This is an optimization exercise on Yosys and OpenROAD, whose aim is small area, not a production implementation. At most, simulation tests tie the RTL to the original design; equivalence was not proved. The clock port is modelled as an ideal driver; clocking choices that lean on that would not hold on a real chip. Power and IR drop assume default switching activity.

// bridge_top
module bridge_top(hclk,hresetn,hwrite,haddr,hwdata,hreadyin,htrans,prdata,pwrite,penable,psel,paddr,pwdata,hrdata,hr_readyout,hresp);
Size: ~320 cells after synthesis, about 140 flip-flops, about 210 I/O pins, about 0.0047 sq mm of cells after synthesis.
Settings: LEC_CHECK=0, CAP_MARGIN=20, CORE_MARGIN=2, CORE_UTILIZATION=40, CTS_BUF_LIST=sky130_fd_sc_hd__clkbuf_8, CTS_CLUSTER_DIAMETER=200, CTS_CLUSTER_SIZE=40, SLEW_MARGIN=20; clock period 4.0 ns.
run.sh (not shown) runs the stock make flow with config.mk's settings and CLKGATE_MAP_FILE= SYNTH_SCRIPT=/design/flow/synth_recipe.tcl, a recipe that flattens the netlist after the stock synthesis.
The first run finished clean.
Then changed:
==> flow/flow/run.sh (new file) <==
#!/bin/bash
# Own layout flow: the standard layout, with the port buffers made of the
# smallest buffer cell (buf_1) and a clock tree with larger sink clusters.
# make's full output goes to flow_make.log here; ORFS keeps each tool's log
# under orfs/logs/.
set -euo pipefail
bash standard.sh BUFFER_PORTS_ARGS="-buffer_cell sky130_fd_sc_hd__buf_1" CTS_ARGS="-sink_clustering_enable -repair_clock_nets -buf_list sky130_fd_sc_hd__clkbuf_8 -sink_clustering_size 40 -sink_clustering_max_diameter 300 -sink_buffer_max_cap_derate 0.5 -dont_use_dummy_load" finish > flow_make.log 2>&1
==> flow/standard.sh (new file) <==
#!/bin/bash
# synth_recipe.tcl (not shown) runs the flow's synth.tcl, then flattens the netlist and writes it again
# the make line also repeats each setting of config.mk as NAME=value (left out here)
make -C /OpenROAD-flow-scripts/flow DESIGN_CONFIG=/design/flow/config.mk WORK_HOME=/design/flow/orfs CLKGATE_MAP_FILE= SYNTH_SCRIPT=/design/flow/synth_recipe.tcl "${@:-finish}"
Settings changed: CAP_MARGIN 20 to 0, CTS_BUF_LIST sky130_fd_sc_hd__clkbuf_8 to not set, CTS_CLUSTER_DIAMETER 200 to not set, CTS_CLUSTER_SIZE 40 to not set, SLEW_MARGIN 20 to 0.
removed: flow/run.sh
After rerunning:
- The new run completed with no timing, DRC or antenna violations
- register-to-register slack got worse by 0.05 ns
- power falls by roughly a tenth
- worst setup slack improved by 0.38 ns
- die area does not change
- utilization fell by 8.9 points
- non-clock buffer count stays the same
- sequential share of layout area rises by 10 points
- final area is lower by about a fifth
- count of clock-buffer cells in the layout is unchanged
- synthesized area stays the same
Then changed:
==> flow/flow/run.sh (replaced) <==
#!/bin/bash
# Own layout flow: the standard layout, with the port buffers made of the
# smallest buffer cell (buf_1) instead of the one buffer_ports picks itself.
# make's full output goes to flow_make.log here; ORFS keeps each tool's log
# under orfs/logs/.
set -euo pipefail
bash standard.sh BUFFER_PORTS_ARGS="-buffer_cell sky130_fd_sc_hd__buf_1" finish > flow_make.log 2>&1
Settings changed: CAP_MARGIN 0 to 20, CTS_BUF_LIST set to sky130_fd_sc_hd__clkbuf_8, SLEW_MARGIN 0 to 20.
=>
- via count came out higher by 2.7%
- routed wire length came out higher by 2.9%
- hold slack gets better by 0.016 ns
- register-to-register slack gets worse by 0.12 ns
- clock-buffer cell count came out higher by 2

Starting RTL as in the previous note.
clock: 4.0 ns
lec_check: 0
abc_clock_period_in_ps: 20000
cap_margin: 0
core_margin: 2
core_utilization: 65
slew_margin: 0
standard.sh (not shown) runs the stock make flow with config.mk's settings and CLKGATE_MAP_FILE= SYNTH_SCRIPT=/design/flow/synth_recipe.tcl, a recipe that flattens the netlist after the stock synthesis.
==> flow/flow/run.sh <==
#!/bin/bash
# Own layout flow: the standard layout (standard.sh, standard synthesis),
# with two changes:
#  - the port buffers are the smallest buffer cell (buf_1) rather than the one
#    buffer_ports picks itself;
#  - the clock tree is built by flow/clock_tree.tcl (run as ORFS's PRE_CTS_TCL
#    hook): the register clock pins are grouped by position, one leaf buffer
#    per group, all leaves driven by one root buffer; TritonCTS skips it.
# make's full output goes to flow_make.log here; ORFS keeps each tool's log
# under orfs/logs/.
set -euo pipefail
bash standard.sh BUFFER_PORTS_ARGS="-buffer_cell sky130_fd_sc_hd__buf_1" \
  PRE_CTS_TCL="$PWD/flow/clock_tree.tcl" OWN_CTS_LEAF=sky130_fd_sc_hd__clkbuf_16 \
  OWN_CTS_ROOT=sky130_fd_sc_hd__none OWN_CTS_MAX_SINKS=36 finish > flow_make.log 2>&1
==> flow/flow/clock_tree.tcl <==
# Hand-built clock tree, run before ORFS's CTS step (PRE_CTS_TCL).
# The register clock pins are split into groups by position (k-means); each
# group gets one leaf clock buffer at its centre, and the leaves are driven by
# one root buffer (the clock port itself then feeds a single cell). The nets
# made here are then skipped by clock_tree_synthesis.
set leaf_cell   $::env(OWN_CTS_LEAF)
set root_cell   $::env(OWN_CTS_ROOT)
set max_sinks   $::env(OWN_CTS_MAX_SINKS)

set block [ord::get_db_block]
set clk_net [$block findNet hclk]
set sinks {}
foreach it [$clk_net getITerms] {
  if {[$it isInputSignal]} { lappend sinks $it }
}
set n [llength $sinks]
set k [expr {int(ceil(double($n) / $max_sinks))}]
puts "own clock tree: $n sinks, $k leaf buffers of $leaf_cell"

# positions
set px {}; set py {}
foreach it $sinks {
  set inst [$it getInst]
  set bb [$inst getBBox]
  lappend px [expr {([$bb xMin] + [$bb xMax]) / 2.0}]
  lappend py [expr {([$bb yMin] + [$bb yMax]) / 2.0}]
}
# k-means, seeded by sorting along x then y (deterministic), capacity-limited
set order [lsort -real -indices $px]
set cx {}; set cy {}
for {set c 0} {$c < $k} {incr c} {
  set i [lindex $order [expr {int(($c + 0.5) * $n / $k)}]]
  lappend cx [lindex $px $i]; lappend cy [lindex $py $i]
}
set cap [expr {int(ceil(double($n) / $k))}]
for {set iter 0} {$iter < 30} {incr iter} {
  # assign: greedy by distance with capacity
  set pairs {}
  for {set i 0} {$i < $n} {incr i} {
    for {set c 0} {$c < $k} {incr c} {
      set d [expr {abs([lindex $px $i] - [lindex $cx $c]) + abs([lindex $py $i] - [lindex $cy $c])}]
      lappend pairs [list $d $i $c]
    }
  }
  set pairs [lsort -real -index 0 $pairs]
  set assign [lrepeat $n -1]
  set count [lrepeat $k 0]
  foreach p $pairs {
    lassign $p d i c
    if {[lindex $assign $i] >= 0} continue
    if {[lindex $count $c] >= $cap} continue
    lset assign $i $c
    lset count $c [expr {[lindex $count $c] + 1}]
  }
  set sx [lrepeat $k 0.0]; set sy [lrepeat $k 0.0]
  for {set i 0} {$i < $n} {incr i} {
    set c [lindex $assign $i]
    lset sx $c [expr {[lindex $sx $c] + [lindex $px $i]}]
    lset sy $c [expr {[lindex $sy $c] + [lindex $py $i]}]
  }
  for {set c 0} {$c < $k} {incr c} {
    set m [lindex $count $c]
    if {$m > 0} {
      lset cx $c [expr {[lindex $sx $c] / $m}]
      lset cy $c [expr {[lindex $sy $c] / $m}]
    }
  }
}
set dbu [$block getDbUnitsPerMicron]
set new_nets {}
set leaf_pins {}
for {set c 0} {$c < $k} {incr c} {
  set pins {}
  for {set i 0} {$i < $n} {incr i} {
    if {[lindex $assign $i] == $c} {
      set it [lindex $sinks $i]
      lappend pins [get_pins "[[$it getInst] getName]/[[$it getMTerm] getName]"]
    }
  }
  set x [expr {[lindex $cx $c] / $dbu}]
  set y [expr {[lindex $cy $c] / $dbu}]
  set buf [insert_buffer -buffer_cell $leaf_cell -net hclk -load_pins $pins \
             -location [list $x $y] -buffer_name "ownclk_leaf_$c" -net_name "ownclk_n_$c"]
  set bname [get_full_name $buf]
  puts "  leaf $c: [llength $pins] sinks at ($x, $y): $bname"
  set bi [$block findInst $bname]
  lappend new_nets [[[$bi findITerm X] getNet] getName]
  lappend leaf_pins [get_pins "$bname/A"]
}
if {![string match *none $root_cell]} {
  # root next to the centre of the leaves
  set x 0.0; set y 0.0
  foreach a $cx { set x [expr {$x + $a}] }
  foreach a $cy { set y [expr {$y + $a}] }
  set x [expr {$x / $k / $dbu}]; set y [expr {$y / $k / $dbu}]
  set buf [insert_buffer -buffer_cell $root_cell -net hclk -load_pins $leaf_pins \
    -location [list $x $y] -buffer_name "ownclk_root" -net_name "ownclk_r"]
  set bi [$block findInst [get_full_name $buf]]
  lappend new_nets [[[$bi findITerm X] getNet] getName]
}
foreach nn [concat hclk $new_nets] {
  [$block findNet $nn] setSigType CLOCK
}
set_cts_config -skip_nets [concat hclk $new_nets]
set_propagated_clock [all_clocks]
The baseline completed without violations.
Then changed:
--- a/flow/flow/run.sh
+++ b/flow/flow/run.sh
@@ -14 +14 @@
-  OWN_CTS_ROOT=sky130_fd_sc_hd__none OWN_CTS_MAX_SINKS=36 finish > flow_make.log 2>&1
+  OWN_CTS_ROOT=sky130_fd_sc_hd__clkbuf_8 OWN_CTS_MAX_SINKS=36 finish > flow_make.log 2>&1
--- a/flow/flow/clock_tree.tcl
+++ b/flow/flow/clock_tree.tcl
@@ -90 +90 @@
-if {![string match *none $root_cell]} {
+if {$root_cell != "none"} {
- ABC_CLOCK_PERIOD_IN_PS: 20000 -> not set
Worst setup slack gets better by 0.19 ns.
Design area is about the same.
Clock power goes up by roughly a tenth.
Sequential share of layout area goes down by 0.18 points.

bridge_top, a different RTL version from the one above (not shown whole).
Size in the first run: ~210 I/O pins, ~4500 µm² of cells after synthesis.
clock: 4.0 ns
lec_check: 0
cap_margin: 0
core_margin: 2
core_utilization: 65
slew_margin: 0
==> flow/flow/run.sh <==
#!/bin/bash
# Own layout flow. Steps, each tool's full output in a log file here:
#  1. the standard synthesis (standard.sh synth)            -> flow_synth.log
#  2. area re-mapping of the combinational cells of that netlist
#     with Yosys/ABC (flow/remap_abc.script); the registers, their
#     names and cell types are kept as instances, untouched        -> flow_remap.log
#  3. the rest of the standard layout (standard.sh finish), with
#     - port buffers of the smallest buffer cell (buf_1),
#     - the clock tree built by flow/clock_tree.tcl (ORFS's
#       PRE_CTS_TCL hook): register clock pins grouped by position,
#       one leaf buffer per group; TritonCTS skips it,
#     - an area recovery pass after CTS (flow/downsize.tcl, ORFS's
#       POST_CTS_TCL hook) that gives cells which repair enlarged the
#       smallest size that keeps slew, capacitance and timing clean -> flow_make.log
set -euo pipefail
W=$PWD
RES=$W/orfs/results/$FLOW_PLATFORM/bridge_top/base
LIB=$FLOW_HOME/platforms/$FLOW_PLATFORM/lib/sky130_fd_sc_hd__tt_025C_1v80.lib
YOSYS=$FLOW_HOME/../tools/install/yosys/bin/yosys
[[ -x $YOSYS ]] || YOSYS=yosys
CTS_LEAF=${OWN_CTS_LEAF:-sky130_fd_sc_hd__clkbuf_16}
CTS_ROOT=${OWN_CTS_ROOT:-none}
CTS_MAX=${OWN_CTS_MAX_SINKS:-36}

bash standard.sh synth > flow_synth.log 2>&1

cp $RES/1_2_yosys.v $W/standard_1_2_yosys.v
DONT=""
for c in sky130_fd_sc_hd__probe_p_8 sky130_fd_sc_hd__probec_p_8 \
         $(grep -o 'cell *( *"\?sky130_fd_sc_hd__lpflow_[a-z0-9_]*' $LIB | grep -o 'sky130_fd_sc_hd__lpflow_[a-z0-9_]*' | sort -u); do
  DONT="$DONT -dont_use $c"
done
cat > $W/remap.ys <<YS
read_liberty -ignore_miss_func $LIB
setattr -mod -set keep_hierarchy 1 sky130_fd_sc_hd__dfxtp_1 sky130_fd_sc_hd__edfxtp_1 sky130_fd_sc_hd__conb_1
read_verilog $W/standard_1_2_yosys.v
hierarchy -top $FLOW_TOP
flatten
opt -purge $FLOW_TOP
abc -liberty $LIB -script $W/flow/remap_abc.script $DONT $FLOW_TOP
opt_clean -purge $FLOW_TOP
cd $FLOW_TOP
rename -hide w:* i:* %d o:* %d
insbuf -buf sky130_fd_sc_hd__buf_4 A X
opt_clean -purge
cd
select -assert-none $FLOW_TOP/t:\$*
select $FLOW_TOP
write_verilog -selected -noattr -nohex -nodec $W/remapped_1_2_yosys.v
YS
$YOSYS -l flow_remap.log -q $W/remap.ys
cp $W/remapped_1_2_yosys.v $RES/1_2_yosys.v

bash standard.sh BUFFER_PORTS_ARGS="-buffer_cell sky130_fd_sc_hd__buf_1" \
  PRE_CTS_TCL="$W/flow/clock_tree.tcl" POST_CTS_TCL="$W/flow/downsize.tcl" \
  OWN_CTS_LEAF=$CTS_LEAF \
  OWN_CTS_ROOT=$CTS_ROOT OWN_CTS_MAX_SINKS=$CTS_MAX finish > flow_make.log 2>&1
==> flow/flow/downsize.tcl <==
# Area recovery after CTS (ORFS's POST_CTS_TCL hook): each logic cell that
# repair made larger than the smallest cell of its family (same function and
# pins, e.g. o21ai_4 -> o21ai_0) is tried at each smaller size, smallest
# first; a size is kept only if the design then has no max-slew or
# max-capacitance violation and setup and hold slack stay at least the
# margins below. Registers, clock buffers and tie cells are left alone.
set ::ds_setup_margin 0.3
set ::ds_hold_margin  0.05

proc ds_ok {} {
  if {[sta::max_slew_violation_count] > 0} { return 0 }
  if {[sta::max_capacitance_violation_count] > 0} { return 0 }
  if {[sta::worst_slack -max] < $::ds_setup_margin} { return 0 }
  if {[sta::worst_slack -min] < $::ds_hold_margin} { return 0 }
  return 1
}

estimate_parasitics -placement
if {![ds_ok]} {
  puts "downsize: design not clean before downsizing, skipped"
} else {
  set saved 0.0
  foreach inst [get_cells *] {
    set m [get_property $inst ref_name]
    if {![regexp {^(sky130_fd_sc_hd__)([a-z0-9]+)_([0-9]+)$} $m -> pfx base drv]} continue
    if {[regexp {^(dfxtp|edfxtp|dfrtp|clkbuf|clkinv|conb|tapvpwrvgnd|fill|decap)} $base]} continue
    set cur_area [get_property [get_lib_cells $m] area]
    # smaller cells of the same family, smallest first
    set cands {}
    foreach lc [get_lib_cells ${pfx}${base}_*] {
      set n [get_name $lc]
      if {![regexp "^${pfx}${base}_\[0-9\]+\$" $n]} continue
      if {[lsearch -exact $::env(DONT_USE_CELLS) $n] >= 0} continue
      set a [get_property $lc area]
      if {$a < $cur_area - 1e-6} { lappend cands [list $a $n] }
    }
    foreach c [lsort -real -index 0 $cands] {
      lassign $c a n
      replace_cell $inst $n
      estimate_parasitics -placement
      if {[ds_ok]} {
        puts "downsize: [get_name $inst] $m -> $n"
        set saved [expr {$saved + $cur_area - $a}]
        break
      }
      replace_cell $inst $m
      estimate_parasitics -placement
    }
  }
  puts [format "downsize: saved %.2f um2" $saved]
  detailed_placement
  check_placement -verbose
}
Other scripts of this flow, unchanged in this note and not shown: flow/flow/clock_tree.tcl, flow/flow/remap_abc.script
The first run ran to the end with no violations.
Rerun with:
--- a/flow/flow/downsize.tcl
+++ b/flow/flow/downsize.tcl
@@ -5,12 +5,13 @@
 # max-capacitance violation and setup and hold slack stay at least the
 # margins below. Registers, clock buffers and tie cells are left alone.
-set ::ds_setup_margin 0.3
-set ::ds_hold_margin  0.05
+set setup_margin 0.3
+set hold_margin  0.05
 
 proc ds_ok {} {
+  global setup_margin hold_margin
   if {[sta::max_slew_violation_count] > 0} { return 0 }
   if {[sta::max_capacitance_violation_count] > 0} { return 0 }
-  if {[sta::worst_slack -max] < $::ds_setup_margin} { return 0 }
-  if {[sta::worst_slack -min] < $::ds_hold_margin} { return 0 }
+  if {[sta::worst_slack -max] < $setup_margin} { return 0 }
+  if {[sta::worst_slack -min] < $hold_margin} { return 0 }
   return 1
 }
What happened: Now the flow stopped in clock tree synthesis; synthesized cell count does not change; synthesized area does not change.
No run of this note included a check of the RTL's function; only the layout flow was run.

==> what the ideal ports hide <==
The flow's constraints put no driver on any port. The routed layouts listed below were extracted and timed again, unchanged, in two steps. Step 1 assumes that a clkbuf_16 drives the clock port and a buf_2 every other input. Step 2, shift: input delay + t, output delay - t, t = (earliest + latest rising clock arrival at the registers) / 2. This alone moves slack from input paths to output paths. a / b / c = no drivers / after step 1 / after step 2; a / b = the first two.
| run | t (ns) | setup slack, ns | worst hold slack (ns) | worst setup path after step 2 | cell pins on the clock port's net |
|---|---|---|---|---|---|
| the first run of note 1 | 0.449 | 1.208 / 1.218 / 0.769 | 0.414 / 0.414 / 0.414 | input to register | 1 |
| the second run of note 1 | 0.455 | 1.584 / 1.595 / 1.140 | 0.390 / 0.390 / 0.390 | input to register | 1 |
| the third run of note 1 | 0.476 | 1.556 / 1.556 / 1.126 | 0.407 / 0.407 / 0.407 | input to register | 1 |
| the first run of note 2 | 0.249 | 1.325 / 1.371 / 1.122 | 0.424 / 0.424 / 0.424 | input to register | 4 |
| the second run of note 2 | 0.397 | 1.515 / 1.517 / 1.121 | 0.424 / 0.424 / 0.424 | input to register | 1 |
| the first run of note 3 | 0.254 | 1.096 / 1.146 / 0.892 | 0.445 / 0.446 / 0.446 | input to register | 4 |
After both steps every run listed still meets setup and hold. For the second run of note 1, which loses most, drivers alone change the setup slack by +0.011 ns; drivers and shift together by -0.444 ns.
